Source: an optimization exercise on an open RTL-to-GDS flow (aim: small area, a short achievable clock period and few clock cycles per item). Production flows keep margins and buffers that such runs may drop.
RTL that was checked went through simulation tests only; none was proved equivalent to the original.

==> v23 <==
==> flow/design.v <==
module div_step #(
    parameter R = 8,
    parameter L = 8,
    parameter M1 = 0
) (
    input  [R+L-1:0] rq,       
    input  [R-1:0]   dv,       
    input            qen,
    input            qinv,
    output [R+L-1:0] rq_next
);
    wire [R:0]   t    = rq[R+L-1:L-1];        
    wire [R+1:0] diff = {1'b0, t} + {2'b11, ~dv} + (M1 ? 1'b0 : 1'b1);    
    wire         ge   = ~diff[R+1];
    wire [R-1:0] rem  = ge ? diff[R-1:0] : t[R-1:0];
    assign rq_next = {rem, rq[L-2:0], (ge & qen) ^ qinv};
endmodule
module rgb2hsv_clk (
    input pclk,
    input rst,  
    input enable,  
    input[23:0] RGB24,
    output[24:0] HSV25,
    output reg hsv_done
);
localparam LAST = 4'd10;
reg [3:0]  cnt;       
reg        c1, c2;    
reg [7:0]  vmax;      
reg [7:0]  dm1;       
reg [15:0] srq;       
reg [13:0] hrq;       
reg [1:0]  sel;       
reg        neg;       
always @(posedge pclk) begin
    c1  <= enable;
    c2  <= c1;
    if (rst) begin
        cnt <= 4'd0;
        hsv_done <= 1'b0;
    end else begin
        if (enable)
            cnt <= 4'd1;
        else if (cnt == LAST)
            cnt <= 4'd0;
        else if (cnt != 4'd0)
            cnt <= cnt + 4'd1;
        hsv_done <= cnt == LAST;
    end
end
wire [7:0] r = srq[15:8];
wire [7:0] g = srq[7:0];
wire [7:0] b = hrq[7:0];
wire r_ge_g = r >= g;
wire r_ge_b = r >= b;
wire g_ge_b = g >= b;
wire rmax = r_ge_g & r_ge_b;
wire gmax = ~rmax & g_ge_b;
wire [7:0] mx  = rmax ? r : (gmax ? g : b);
wire [7:0] mid = rmax ? (g_ge_b ? g : b) : gmax ? (r_ge_b ? r : b) : (r_ge_g ? r : g);
wire [7:0] mn  = rmax ? (g_ge_b ? b : g) : gmax ? (r_ge_b ? b : r) : (r_ge_g ? g : r);
wire [1:0] f_sel = rmax ? 2'd0 : (gmax ? 2'd1 : 2'd2);
wire f_neg = rmax ? ~g_ge_b : gmax ? r_ge_b & (r != b) : ~r_ge_g;
wire [7:0] f_dm1 = vmax + dm1;
wire [7:0] f_x   = dm1 - hrq[7:0];
wire nz = ~&dm1;
wire [15:0] s_next;
div_step #(.R(8), .L(8)) u_s (.rq(srq), .dv(vmax), .qen(nz), .qinv(1'b0), .rq_next(s_next));
wire [13:0] h_next;
div_step #(.R(8), .L(6), .M1(1)) u_h (.rq(hrq), .dv(dm1), .qen(1'b1), .qinv(neg), .rq_next(h_next));
wire [13:0] h60 = {hrq[7:0], 6'd0} - {4'd0, hrq[7:0], 2'd0};
wire [5:0]  hq = hrq[5:0];
wire [8:0]  base = sel == 2'd0 ? (neg ? 9'd297 : 9'd0) :
                   sel == 2'd1 ? (neg ? 9'd57 : 9'd120) :
                                 (neg ? 9'd177 : 9'd240);
wire [8:0]  hue = base + {3'd0, hq};
always @(posedge pclk) begin
    if (c1) begin
        vmax <= mx;
        sel  <= f_sel;
        neg  <= f_neg;
    end
    if (c1)
        dm1  <= ~mn;
    else if (c2)
        dm1  <= f_dm1;
end
always @(posedge pclk) begin
    if (enable)
        srq <= RGB24[23:8];
    else if (c2)
        srq <= {f_dm1, ~f_dm1};
    else
        srq <= s_next;
    if (enable)
        hrq <= {6'd0, RGB24[7:0]};
    else if (c1)
        hrq <= {6'd0, ~mid};
    else if (c2)
        hrq <= {6'd0, f_x};
    else if (cnt == 4'd3)
        hrq <= h60;
    else if (cnt == LAST)
        hrq <= {5'd0, hue};
    else
        hrq <= h_next;
end
assign HSV25 = {hrq[8:0], srq[7:0], vmax};
endmodule
==> flow/flow/run.sh <==
#!/bin/bash
# Layout flow: the standard ORFS flow, with the ORFS variables listed in
# flow/make_args.txt (one VAR=value per line) added to its make command line,
# e.g. a tighter SETUP_SLACK_MARGIN for the timing repair.  If flow/abc.script
# exists, synthesis uses it as ABC's mapping script; everything else, and
# every later step, is the standard flow.  Each step's full output goes to a
# log file in this folder; ORFS's own logs stay under orfs/logs.
set -euo pipefail
ARGS=()
while IFS= read -r line; do
  [[ -z "$line" || "$line" == \#* ]] && continue
  ARGS+=("$line")
done < flow/make_args.txt
if [[ -f flow/abc.script ]]; then
  mkdir -p scripts_abc
  for f in "$FLOW_HOME"/scripts/*; do ln -sf "$f" scripts_abc/; done
  rm -f scripts_abc/abc_speed.script
  cp flow/abc.script scripts_abc/abc_speed.script
  bash standard.sh SCRIPTS_DIR="$PWD/scripts_abc" "${ARGS[@]}" synth > synth.log 2>&1
fi
bash standard.sh "${ARGS[@]}" finish > finish.log 2>&1
==> flow/flow/abc.script <==
&get -n
&st
&syn2
&dch -f
&nf -R 1000
&put
buffer -c
upsize -c
dnsize -c
==> flow/flow/make_args.txt <==
SETUP_SLACK_MARGIN=5.0
ADDER_MAP_FILE=
BUFFER_PORTS_ARGS=-buffer_cell sky130_fd_sc_hd__buf_1
CTS_BUF_LIST=sky130_fd_sc_hd__clkbuf_4 sky130_fd_sc_hd__clkbuf_8
==> flow/standard.sh <==
#!/bin/bash
# synth_recipe.tcl (not shown) runs the flow's synth.tcl, then flattens the netlist and writes it again
# the make line also repeats each setting of config.mk as NAME=value (left out here)
make -C /OpenROAD-flow-scripts/flow DESIGN_CONFIG=/design/flow/config.mk WORK_HOME=/design/flow/orfs CLKGATE_MAP_FILE= SYNTH_SCRIPT=/design/flow/synth_recipe.tcl "${@:-finish}"
==> flow/config.mk <==
export PLATFORM = sky130hd
export DESIGN_NAME = rgb2hsv_clk
export DESIGN_NICKNAME = rgb2hsv_clk
export VERILOG_FILES = /design/flow/design.v
export SDC_FILE = /design/flow/constraint.sdc
export NUM_CORES = 4
export LEC_CHECK = 0
export CAP_MARGIN = 20
export CORE_MARGIN = 2
export CORE_UTILIZATION = 40
export SLEW_MARGIN = 20
==> flow/constraint.sdc <==
create_clock -name core_clock -period 8.0 [get_ports {pclk}]
set_input_delay 1.6000 -clock core_clock [delete_from_list [all_inputs] [get_ports {pclk}]]
set_output_delay 1.6000 -clock core_clock [all_outputs]
set_load 0.01 [all_outputs]
==> inputs of v17, as changes to v23 <==
--- a/flow/design.v
+++ b/flow/design.v
@@ -61,8 +61,8 @@
 wire [7:0] mn  = rmax ? (g_ge_b ? b : g) : gmax ? (r_ge_b ? b : r) : (r_ge_g ? g : r);
 wire [1:0] f_sel = rmax ? 2'd0 : (gmax ? 2'd1 : 2'd2);
 wire f_neg = rmax ? ~g_ge_b : gmax ? r_ge_b & (r != b) : ~r_ge_g;
-wire [7:0] f_dm1 = vmax + dm1;
-wire [7:0] f_x   = dm1 - hrq[7:0];
+wire [7:0] f_dm1 = vmax + srq[15:8];
+wire [7:0] f_x   = srq[15:8] - srq[7:0];
 wire nz = ~&dm1;
 wire [15:0] s_next;
 div_step #(.R(8), .L(8)) u_s (.rq(srq), .dv(vmax), .qen(nz), .qinv(1'b0), .rq_next(s_next));
@@ -80,22 +80,20 @@
         sel  <= f_sel;
         neg  <= f_neg;
     end
-    if (c1)
-        dm1  <= ~mn;
-    else if (c2)
+    if (c2)
         dm1  <= f_dm1;
 end
 always @(posedge pclk) begin
     if (enable)
         srq <= RGB24[23:8];
+    else if (c1)
+        srq <= {~mn, ~mid};
     else if (c2)
         srq <= {f_dm1, ~f_dm1};
     else
         srq <= s_next;
     if (enable)
         hrq <= {6'd0, RGB24[7:0]};
-    else if (c1)
-        hrq <= {6'd0, ~mid};
     else if (c2)
         hrq <= {6'd0, f_x};
     else if (cnt == 4'd3)
==> flow/flow/make_args.txt (replaced) <==
SETUP_SLACK_MARGIN=4.8
ADDER_MAP_FILE=
SLEW_MARGIN=0
CAP_MARGIN=0
BUFFER_PORTS_ARGS=-buffer_cell sky130_fd_sc_hd__buf_1
CTS_BUF_LIST=sky130_fd_sc_hd__clkbuf_4 sky130_fd_sc_hd__clkbuf_8
==> inputs of v19, as changes to v23 <==
--- a/flow/design.v
+++ b/flow/design.v
@@ -24,17 +24,22 @@
     output reg hsv_done
 );
 localparam LAST = 4'd10;
+reg [23:0] rgb_q;
 reg [3:0]  cnt;       
-reg        c1, c2;    
+reg        c1, c2, c3, c10;    
 reg [7:0]  vmax;      
 reg [7:0]  dm1;       
 reg [15:0] srq;       
 reg [13:0] hrq;       
 reg [1:0]  sel;       
 reg        neg;       
+reg        nz;        
 always @(posedge pclk) begin
+    rgb_q <= RGB24;
     c1  <= enable;
     c2  <= c1;
+    c3  <= c2;
+    c10 <= cnt == LAST - 4'd1;
     if (rst) begin
         cnt <= 4'd0;
         hsv_done <= 1'b0;
@@ -48,9 +53,9 @@
         hsv_done <= cnt == LAST;
     end
 end
-wire [7:0] r = srq[15:8];
-wire [7:0] g = srq[7:0];
-wire [7:0] b = hrq[7:0];
+wire [7:0] r = rgb_q[23:16];
+wire [7:0] g = rgb_q[15:8];
+wire [7:0] b = rgb_q[7:0];
 wire r_ge_g = r >= g;
 wire r_ge_b = r >= b;
 wire g_ge_b = g >= b;
@@ -61,9 +66,8 @@
 wire [7:0] mn  = rmax ? (g_ge_b ? b : g) : gmax ? (r_ge_b ? b : r) : (r_ge_g ? g : r);
 wire [1:0] f_sel = rmax ? 2'd0 : (gmax ? 2'd1 : 2'd2);
 wire f_neg = rmax ? ~g_ge_b : gmax ? r_ge_b & (r != b) : ~r_ge_g;
-wire [7:0] f_dm1 = vmax + dm1;
-wire [7:0] f_x   = dm1 - hrq[7:0];
-wire nz = ~&dm1;
+wire [7:0] f_dm1 = vmax + ~srq[15:8];
+wire [7:0] f_x   = srq[7:0] - srq[15:8];
 wire [15:0] s_next;
 div_step #(.R(8), .L(8)) u_s (.rq(srq), .dv(vmax), .qen(nz), .qinv(1'b0), .rq_next(s_next));
 wire [13:0] h_next;
@@ -79,28 +83,19 @@
         vmax <= mx;
         sel  <= f_sel;
         neg  <= f_neg;
+        srq  <= {mn, mid};
+    end else if (c2) begin
+        dm1  <= f_dm1;
+        nz   <= ~&f_dm1;
+        srq  <= {f_dm1, ~f_dm1};
+    end else begin
+        srq <= s_next;
     end
-    if (c1)
-        dm1  <= ~mn;
-    else if (c2)
-        dm1  <= f_dm1;
-end
-always @(posedge pclk) begin
-    if (enable)
-        srq <= RGB24[23:8];
-    else if (c2)
-        srq <= {f_dm1, ~f_dm1};
-    else
-        srq <= s_next;
-    if (enable)
-        hrq <= {6'd0, RGB24[7:0]};
-    else if (c1)
-        hrq <= {6'd0, ~mid};
-    else if (c2)
+    if (c2)
         hrq <= {6'd0, f_x};
-    else if (cnt == 4'd3)
+    else if (c3)
         hrq <= h60;
-    else if (cnt == LAST)
+    else if (c10)
         hrq <= {5'd0, hue};
     else
         hrq <= h_next;
==> flow/flow/abc.script (replaced) <==
&get -n
&st
&syn2
&dch -f
&nf -R 1000
&put
==> flow/flow/make_args.txt (replaced) <==
SETUP_SLACK_MARGIN=5.0
ADDER_MAP_FILE=
BUFFER_PORTS_ARGS=-buffer_cell sky130_fd_sc_hd__buf_1
==> run notes <==
item                                                                      v23              v17              v19
Inverters, non-clock                                                       35               37               42
Largest net degree at the start of global routing                          50               55               41
Nonclk buf count                                                           76               57               61
Compound-cell area share of the yosys netlist                          0.2870           0.2889           0.2380
Status                                               timing/DRC/antenna clean  timing/DRC/antenna clean  timing/DRC/antenna clean
Flip-flop and latch share of the layout cell area                      0.2459           0.2695           0.3226
Number of flip-flops under the largest register name                       16               16               24
Die span in y                                                        114.5 um         111.6 um         116.6 um
Total vias in the final route                                           5,034            4,659            4,802
Area of the multi-input gates                                       3266 um^2        2978 um^2        2982 um^2
Cell depth of the worst min-delay path                                      1                2                1
Netlist cell types                                                         59               61               47
P&R area growth vs syn                                                 11.52%           6.884%           13.84%
Amount of wire on met2 after detailed routing                         7258 um          6822 um          6470 um
Most common library cell in the layout ignoring fill and taps         a21oi_1           nor2_1           nor2_1
Num rows                                                                   40               39               41
Endpoint arrival time on the critical path                            3.05 ns          3.19 ns          3.08 ns
Termination of the worst setup path                            hrq[3]$_DFF_P_  srq[14]$_DFF_P_  srq[14]$_DFF_P_
Testbench counts of v17, summed over its fixed seeds: cycles 28,792, items 2,400.
Testbench counts of v19, summed over its fixed seeds: cycles 28,792, items 2,400.
No functional check of the RTL was part of v23.

[re-timing with driven ports]
The flow's constraints put no driver on any port. The routed layouts listed below were extracted and timed again, unchanged, in two steps. Step 1 sets driving cells, clkbuf_16 on the clock port and buf_2 on the other inputs (assumed; they add their load-dependent delay and slew). Step 2 adds t to the input delays and takes it off the output delays; t is the mean of the earliest and latest rising clock arrival at the registers after step 1. Input paths then give back, and output paths get back, about the clock's delay inside the block. Three values: no drivers, after step 1, after step 2; two values: the first two.
| run | t, ns | setup slack, ns | worst setup path at the end | latest minus earliest clock arrival (ns) | cell pins on the clock port's net |
|---|---|---|---|---|---|
| v23 | 0.353 | 5.150 / 5.128 / 5.150 | register to register | 0.006 / 0.007 | 1 |
| v17 | 0.353 | 5.008 / 5.008 / 5.008 | register to register | 0.007 / 0.007 | 1 |
| v19 | 0.379 | 5.125 / 5.125 / 5.125 | register to register | 0.009 / 0.008 | 1 |
After both steps every run listed still meets setup and hold.
